Context: an optimization exercise on an open-source flow, tuned for small area, a short achievable clock period and few clock cycles. The choices shown serve that exercise and are no tape-out recipe.
RTL that was checked went through simulation tests only; none was proved equivalent to the original.
No activity file was given, so power comes from the tool's default toggle rates.

Setup of JK:
==> flow/design.v (excerpt) <==
module cordic_core (
    input  wire         clk,
    input  wire         rst,
    input  wire         bus_write,
    input  wire         bus_read,
    input  wire [5:0]   addr,
    input  wire [31:0]  wdata,
    output reg  [31:0]  rdata,
    output reg          done
);
Size in the first run: ~2,900 cells after synthesis, roughly 73 flip-flops, roughly 75 I/O pins.
clock: 10.0 ns
lec_check: 0
abc_area: 1
cap_margin: 20
core_margin: 2
core_utilization: 40
setup_slack_margin: 5.0
slew_margin: 20
run.sh (not shown) runs the stock make flow with config.mk's settings and CLKGATE_MAP_FILE= SYNTH_SCRIPT=/design/flow/synth_recipe.tcl, a recipe that flattens the netlist after the stock synthesis.
Testbench counts of JK, summed over its fixed seeds: cycles 56,000.
Relative to JK, the following input files were edited for MS:
- swapping 40 for 65 in CORE_UTILIZATION
--- outcome ---
The number of hold buffers added after cts was comparable across JK and MS. Taking JK as the reference point, the starting utilization of the core area of MS rises by 25 points. For the post-CTS setup buffer count, MS came in about 15% higher than JK did. Die span in y delta for MS relative to JK: 21% lower. Diff JK -> MS | horizontal die dimension | down by more than 10%. For MS, the flow was terminated by a tool error in global routing (5_1_grt) and produced no final design.

========
== harbor ==
Another version of the RTL of cordic_core (not shown whole).
For scale: about 2600 cells after synthesis, ~74 flip-flops, ~75 I/O pins.
Settings: LEC_CHECK=0, ABC_AREA=1, CAP_MARGIN=20, CORE_MARGIN=2, CORE_UTILIZATION=50, SETUP_SLACK_MARGIN=5.0, SLEW_MARGIN=20; clock period 10.0 ns.
Testbench counts of harbor, summed over its fixed seeds: cycles 64,000.
> inputs changed (harbor -> lagoon)
- SETUP_SLACK_MARGIN changed from 5.0 to 4.0
- CORE_UTILIZATION changed from 50 to 40
Findings:
lagoon vs. harbor: final non-filler cell area now sits lower, via count now sits lower, smallest hold slack now sits lower, layout-stage area growth over the synthesis result now sits lower, proportion of power drawn by combinational gates now sits lower.
lagoon vs. harbor: utilization now smaller, sequential power has remained practically unchanged.
Looking at portion of the clock cycle consumed by the worst path in the final layout, lagoon sits 8.5 points higher than harbor does.
--- input diff lagoon..amber ---
- SETUP_SLACK_MARGIN changed from 4.0 to 5.0
- TNS_END_PERCENT newly set to 10
### Flow results
Relative to lagoon, cell count increased by 51 in amber.
Compared amber vs lagoon, and antenna cell count is down in amber.
Share of final layout cell area taken by clock buffers and inverters, lagoon and amber, lower one = amber.
lagoon → amber: sum of met2 wire segment lengths after detailed routing shows an increase of about 6.4%, first-iteration DRC count shows an increase of about 12%.
Input-level comparison between pepper and amber:
- TNS_END_PERCENT no longer set, was 10
Results
- For the final non-filler cell area, pepper came in about 3% higher than amber did.
- Compared with amber, pepper shows worst-margin pin slew higher by 0.057 ns.
- Total negative slack for setup checks delta (amber -> pepper): insignificant
- Non-clock buffer count ends up lower on amber.
- Changes observed in pepper relative to amber: post-synthesis to final-layout area growth now sits higher; least setup slack across all paths after layout went up.
- On internal power, pepper does worse than amber.
- Looking at pepper and amber, the clock latency at the later pin of the worst-skew pair is a wash.
- The routed wire length number comes out lower for amber vs pepper.
- Between amber and pepper, final core utilization increased.
- The die area on amber is in line with that on pepper.

========
cordic_core, a different RTL version from the one above (not shown whole).
For scale: about 1500 cells after synthesis, ~98 flip-flops, ~75 I/O pins, ~12000 µm² of cells after synthesis.
export LEC_CHECK = 0
export CAP_MARGIN = 20
export CORE_MARGIN = 2
export CORE_UTILIZATION = 40
export SETUP_SLACK_MARGIN = 4.0
export SLEW_MARGIN = 20
create_clock -name core_clock -period 10.0 [get_ports {clk}]
The baseline finished clean.
Then changed:
SETUP_SLACK_MARGIN = 5.0   (was 4.0)
Result: Routed wire length is higher by about 8%. Power is higher by 5.6%. Final cell count is higher by 5.2%. Core utilization is higher by 5.6 points. Worst setup slack improves by 0.016 ns. Global-route usage is higher by 1.1 points. Via count is higher by 4.9%. First-iteration DRC count is higher by about 15%. Clock skew is higher by 0.0047 ns.
No functional check of the RTL was part of any run of this note.

========
## garnet
Another version of the RTL of cordic_core (not shown whole).
Size: ~71 flip-flops, ~0.016 mm² of cells after synthesis.
Design cordic_core, start of the top module:
module cordic_core (
    input  wire         clk,
    input  wire         rst,
    input  wire         bus_write,
    input  wire         bus_read,
    input  wire [5:0]   addr,
    input  wire [31:0]  wdata,
    output reg  [31:0]  rdata,
    output reg          done
);
export LEC_CHECK = 0
export ABC_AREA = 1
export CAP_MARGIN = 20
export CORE_MARGIN = 2
export CORE_UTILIZATION = 50
export SETUP_SLACK_MARGIN = 5.0
export SLEW_MARGIN = 20
create_clock -name core_clock -period 10.0 [get_ports {clk}]
Testbench counts of garnet, summed over its fixed seeds: cycles 64,000.
For umber, these inputs were changed with respect to garnet:
- setting TNS_END_PERCENT to 10 for the first time
- changing CORE_UTILIZATION from 50 to 45
- | routed wire length | umber vs garnet | worse |
- Going from garnet to umber, shortest clock period the worst path allows after layout shrinks by 17 ps.
- On clock-pin slew on the worst setup and hold paths, garnet and umber are basically level.
- Vias: umber below garnet
> inputs changed (umber -> maple)
- a change of TNS_END_PERCENT from 10 to 5
- a change of CORE_UTILIZATION from 45 to 50
### Flow results
umber → maple: clock group share of total power has decreased, final cycle utilization of the critical path about even, final total power now smaller.
maple went all the way through the flow, and no timing, DRC or antenna check failed.
--- input diff maple..cedar ---
- a change of TNS_END_PERCENT from 5 to 10
==> comparison <==
- In cedar, routed wire length on met2 is lower than in maple.
- Against maple as the reference, cedar delivers a higher layout clock buffer count.
- cedar ended up with rdata[14] as its endpoint of the most critical setup path; maple ended up with zr[26].
- Comparing maple against cedar, there is no change at all in count of inverters other than clock inverters in the layout.

-- separate check: timing with driven ports --
The flow's constraints put no driver on any port. The routed layouts listed below were extracted and timed again, unchanged, in two steps. Step 1 (the two cells are an assumption about what drives the block):
set clk [get_ports {clk}]
set_driving_cell -lib_cell sky130_fd_sc_hd__clkbuf_16 $clk
set_driving_cell -lib_cell sky130_fd_sc_hd__buf_2 [delete_from_list [all_inputs] $clk]
Step 2 moves the port delays by t, midway between the first and last clock arrival at a register: inputs arrive t later, outputs are due t later. That takes back most of the time a late clock gives input paths. Slacks: no drivers / after step 1 / after step 2; pairs: no drivers / after step 1.
| run | t, ns | setup WS [ns] | worst setup path at the end | slew at the worst register clock pin (ns) | worst slew at a driven data input, ns |
|---|---|---|---|---|---|
| JK | 0.429 | 2.202 / 2.155 / 2.585 | register to output | 0.07 / 0.07 | 0.08 |
| harbor | 0.424 | 4.940 / 4.903 / 4.617 | input to register | 0.08 / 0.08 | 0.06 |
| lagoon | 0.455 | 4.093 / 4.064 / 4.004 | input to register | 0.08 / 0.08 | 0.04 |
| amber | 0.455 | 4.817 / 4.784 / 4.784 | input to output | 0.08 / 0.08 | 0.05 |
| pepper | 0.448 | 4.842 / 4.812 / 4.549 | input to register | 0.07 / 0.07 | 0.07 |
| the first run of note 3 | 0.407 | 4.062 / 4.025 / 3.801 | input to register | 0.08 / 0.08 | 0.05 |
| the second run of note 3 | 0.413 | 4.078 / 4.029 / 4.367 | input to register | 0.08 / 0.08 | 0.06 |
| garnet | 0.421 | 4.903 / 4.864 / 4.669 | input to register | 0.06 / 0.06 | 0.06 |
| umber | 0.435 | 4.920 / 4.887 / 4.702 | input to register | 0.09 / 0.09 | 0.04 |
| maple | 0.430 | 4.914 / 4.910 / 4.513 | input to register | 0.07 / 0.07 | 0.04 |
| cedar | 0.422 | 4.932 / 4.893 / 4.696 | input to register | 0.07 / 0.07 | 0.05 |
After both steps setup and hold are still met in every run listed. The setup slack of maple, which loses most, moves by -0.004 ns with the drivers and by -0.401 ns with both steps.
